Context: an optimization exercise on an open-source flow, tuned for small area and a short achievable clock period. The choices shown serve that exercise and are no tape-out recipe.
Only simulation tests tie the RTL to the original design; equivalence was not proved.
No activity file was given, so power comes from the tool's default toggle rates.

run A:
Design CPU, start of the top module:
module CPU(input clk,rst,
           output [11:0] imem_addr, input [18:0] imem_data,
           output [7:0] dmem_addr, dmem_wdata, output dmem_we, dmem_re, input [7:0] dmem_rdata);
  wire [18:0] ins = imem_data;
  logic [11:0] pc;
  logic z, c;
  logic [7:0][7:0] R;           
  logic [7:0][11:0] stk;        
  logic [2:0] sp;               
  logic [3:0] cnt;              
  wire is_alu  = ~ins[18];                            
  wire is_ld   = ins[18:14] == 5'b10000;
  wire is_st   = ins[18:14] == 5'b10001;
  wire is_sh   = ins[18:16] == 3'b110;
  wire is_br   = ins[18:16] == 3'b101;
  wire is_jmp  = ins[18:15] == 4'b1110;               
  wire is_call = ins[18:14] == 5'b11101;
  wire is_ret  = ins[18:13] == 6'b111100;
  wire wr_reg  = is_alu | is_ld | is_sh;
  wire ld_fl   = is_alu | is_sh;
  wire [7:0] imm = ins[7:0];
  wire [2:0] ra = ins[10:8];
  wire [2:0] rb = ins[18] ? ins[13:11] : ins[7:5];
  logic [7:0] a, rbv;
  always_comb begin
    a = 8'd0;
    rbv = 8'd0;
    for (int i = 0; i < 8; i++) begin
      a = a | (R[i] & {8{ra == i}});
      rbv = rbv | (R[i] & {8{rb == i}});
    end
  end
  agu agu0(.a(a), .b(imm), .s(dmem_addr));
  assign dmem_wdata = rbv;
  assign dmem_we    = ~rst & is_st;
  assign dmem_re    = ~rst & is_ld;
  assign imem_addr  = pc;
  wire [2:0] fn = ins[16:14];
  wire [7:0] b = ins[17] ? imm : rbv;
  wire sub = fn[1] & ~fn[2];
  wire y = sub & fn[0] & c;                     
  wire ci = sub | (fn[0] & c);
  logic [7:0] ay;                               
  logic ya;
  always_comb begin
    logic t;
    t = y;
    for (int i = 0; i < 8; i++) begin
      ay[i] = a[i] ^ t;
      t = t & a[i];
    end
    ya = t;
  end
  wire [7:0] bb = sub ? ~b : b;
  wire [8:0] sum9 = {1'b0, ay} + {1'b0, bb} + {8'd0, ci};
  wire c8 = sum9[8] ^ ya ^ sub;                 
  wire [7:0] pp = ay ^ bb;
  wire [7:0] gg = ay & bb;
  wire [7:0] oo = ay | bb;
  logic [7:0] lg;
  always_comb begin
    case (fn[1:0])
      2'b00: lg = gg;
      2'b01: lg = oo;
      2'b10: lg = pp;
      default: lg = ~gg;
    endcase
  end
  wire zsum = (pp[0] == ci) & (pp[7:1] == oo[6:0]);
  wire [7:0] alures = fn[2] ? lg : sum9[7:0];
  wire aluc = ~fn[2] & c8;
  wire aluz = fn[2] ? (lg == 8'd0) : zsum;
  wire [2:0] s = ins[7:5];
  wire [1:0] fn2 = ins[15:14];
  wire right = fn2[0];
  ...
For scale: roughly 1200 cells after synthesis, ~10000 sq um of cells after synthesis.
export LEC_CHECK = 0
export CAP_MARGIN = 5
export CORE_MARGIN = 2
export CORE_UTILIZATION = 60
export CTS_BUF_LIST = sky130_fd_sc_hd__clkbuf_8
export SETUP_SLACK_MARGIN = 2.8
export SLEW_MARGIN = 5
create_clock -name core_clock -period 7.5 [get_ports {clk}]
standard.sh (not shown) runs the stock make flow with config.mk's settings and CLKGATE_MAP_FILE= SYNTH_SCRIPT=/design/flow/synth_recipe.tcl, a recipe that flattens the netlist after the stock synthesis.
==> flow/flow/run.sh <==
#!/bin/bash
# Own layout flow: the standard ORFS flow with changes to synthesis (no
# full/half-adder extraction; abc maps the top module for area and the
# modules in KEEP for speed) and plain buffers on the ports. Each step's
# output goes to a log of its own in this folder.
set -euo pipefail
HERE=$(pwd)
FL=$HERE/flow
KEEP=$(cat "$FL/keep_modules.txt")

# synthesis script: the standard flow's, sourcing ORFS's synth.tcl with the abc call
# replaced by flow/abc_step.tcl
sed "s#@FL@#$FL#g" "$FL/abc_step.tcl" > "$HERE/own_abc_step.tcl"
sed "s#log_cmd abc {\\*}\$abc_args#source $HERE/own_abc_step.tcl#" \
  "$FLOW_HOME/scripts/synth.tcl" > "$HERE/own_synth_core.tcl"
grep -q 'own_abc_step' "$HERE/own_synth_core.tcl"
sed "s#source \$::env(SCRIPTS_DIR)/synth.tcl#source $HERE/own_synth_core.tcl#" \
  "$HERE/synth_recipe.tcl" > "$HERE/own_synth.tcl"
grep -q own_synth_core "$HERE/own_synth.tcl"

bash standard.sh SYNTH_SCRIPT="$HERE/own_synth.tcl" ADDER_MAP_FILE= SYNTH_OPERATIONS_ARGS=" " \
  SYNTH_KEEP_MODULES="$KEEP" synth > "$HERE/synth.log" 2>&1

EXTRA=()
if [[ -f $FL/extra.mk ]]; then
  while read -r l; do [[ -n $l && $l != \#* ]] && EXTRA+=("$l"); done < "$FL/extra.mk"
fi
bash standard.sh "${EXTRA[@]}" finish > "$HERE/layout.log" 2>&1
==> flow/flow/abc_step.tcl <==
# abc mapping: the modules kept apart (SYNTH_KEEP_MODULES) for speed, the
# top module for area. @FL@ is replaced by the flow folder.
set own_rest [lrange $abc_args 2 end]
foreach own_m $::env(SYNTH_KEEP_MODULES) {
  log_cmd abc -script @FL@/fast.abc {*}$own_rest $own_m
}
log_cmd abc -script @FL@/synth.abc {*}$own_rest $::env(DESIGN_NAME)
==> flow/flow/extra.mk <==
# make variables for the layout steps, one per line
BUFFER_PORTS_ARGS=-buffer_cell sky130_fd_sc_hd__buf_1
==> flow/flow/fast.abc <==
strash
dch
map -D 700
topo
buffer -c
upsize -c -D 700
dnsize -c -D 700
==> flow/flow/keep_modules.txt <==
agu
==> flow/flow/synth.abc <==
strash
dch
map -D 3500
topo
buffer -c
upsize -c -D 3500
dnsize -c -D 3500
Modified inputs, run B compared to run A
Settings: SETUP_SLACK_MARGIN changed from 2.8 to 2.5.
==> flow/flow/extra.mk <==
# make variables for the layout steps, one per line
BUFFER_PORTS_ARGS=-buffer_cell sky130_fd_sc_hd__buf_1
CTS_ARGS=-sink_clustering_enable -repair_clock_nets -buf_list sky130_fd_sc_hd__clkbuf_8 -dont_use_dummy_load
--- outcome ---
Summary of the comparison: maximum ir drop on the vdd rail is lower in run B, relative to run A.
The first-pass GRT wire length in run B was lower than what run A gave.
From run A to run B the numbers moved as follows: sequential power level, post-route worst setup slack moved up, total power density per cell area saw little to no change, total power moved down.
In the reports for run B and run A, the smaller clock power belongs to run B.
Run B vs. run A: fill cell instance count of the final layout picked up an extra 168, design area dropped about 7%, detailed-route wire length has decreased.
### run B -> run C
Settings: putting CTS_CLUSTER_SIZE at 30 where nothing was set; putting CTS_CLUSTER_DIAMETER at 100 where nothing was set.
==> flow/flow/extra.mk <==
# make variables for the layout steps, one per line
BUFFER_PORTS_ARGS=-buffer_cell sky130_fd_sc_hd__buf_1
==> comparison <==
Summary of run C over run B: average wire per cell in the routed design fell by 1.0%, routed wire length barely changed, via count of the first global-routing pass went up by 67, final-layout clock buffer total rose by 1.
Delta (run C minus run B): setup slack fell 0.010 ns, area added between synthesis and finish shows an increase of 2.2 points.
Min leakage component of the power across run B and run C: run B
Remaining max-slew budget at the tightest pin, run B and run C, higher one = run C.
Against run B, run C reports a clock skew that is lower.
Here is what was changed in the inputs of run D compared with run C.
Settings: clearing CTS_CLUSTER_SIZE, which used to be 30; swapping 2.5 for 2.6 in SETUP_SLACK_MARGIN; clearing CTS_CLUSTER_DIAMETER, which used to be 100.
==> flow/flow/extra.mk <==
# make variables for the layout steps, one per line
BUFFER_PORTS_ARGS=-buffer_cell sky130_fd_sc_hd__buf_1
CTS_ARGS=-sink_clustering_enable -repair_clock_nets -buf_list sky130_fd_sc_hd__clkbuf_8 -dont_use_dummy_load
From run D to run C, sequential cell count did not move at all.
Run D against run C: fraction of layout cells with a size suffix above 1 now sits higher, total of cells resized after clock tree synthesis now sits higher, highest fanout seen on the critical path now sits lower, power now sits lower.
Smallest setup slack after layout sits lower in run D than in run C.
Changes observed in run D relative to run C: wire length climbed 1.3%, time the worst path needs with I/O delays and setup climbed 0.045 ns.

-- afterwards: timing with drivers on the ports --
In the flow no input, the clock included, has a driving cell. The finished layouts below were timed again as built, in two steps. Step 1 sets driving cells, clkbuf_16 on the clock port and buf_2 on the other inputs (assumed; they add their load-dependent delay and slew). Step 2 adds t to the input delays and takes it off the output delays; t is the mean of the earliest and latest rising clock arrival at the registers after step 1. Input paths then give back, and output paths get back, about the clock's delay inside the block. Slacks: ideal ports / drivers / drivers and shift; pairs: ideal ports / drivers.
run | shift t [ns] | setup WS [ns] | worst setup path at the end | clock arrival spread, ns | pins driven straight from the clock port
run A | 0.493 | 2.579 / 2.525 / 2.282 | input to register | 0.025 / 0.025 | 1
run B | 0.495 | 2.599 / 2.549 / 2.237 | input to register | 0.036 / 0.037 | 1
run C | 0.503 | 2.589 / 2.523 / 2.189 | input to register | 0.020 / 0.020 | 1
run D | 0.487 | 2.544 / 2.505 / 2.116 | input to register | 0.035 / 0.035 | 1
After both steps setup and hold are still met in every run listed. For run D, which loses most, drivers alone change the setup slack by -0.039 ns; drivers and shift together by -0.428 ns.
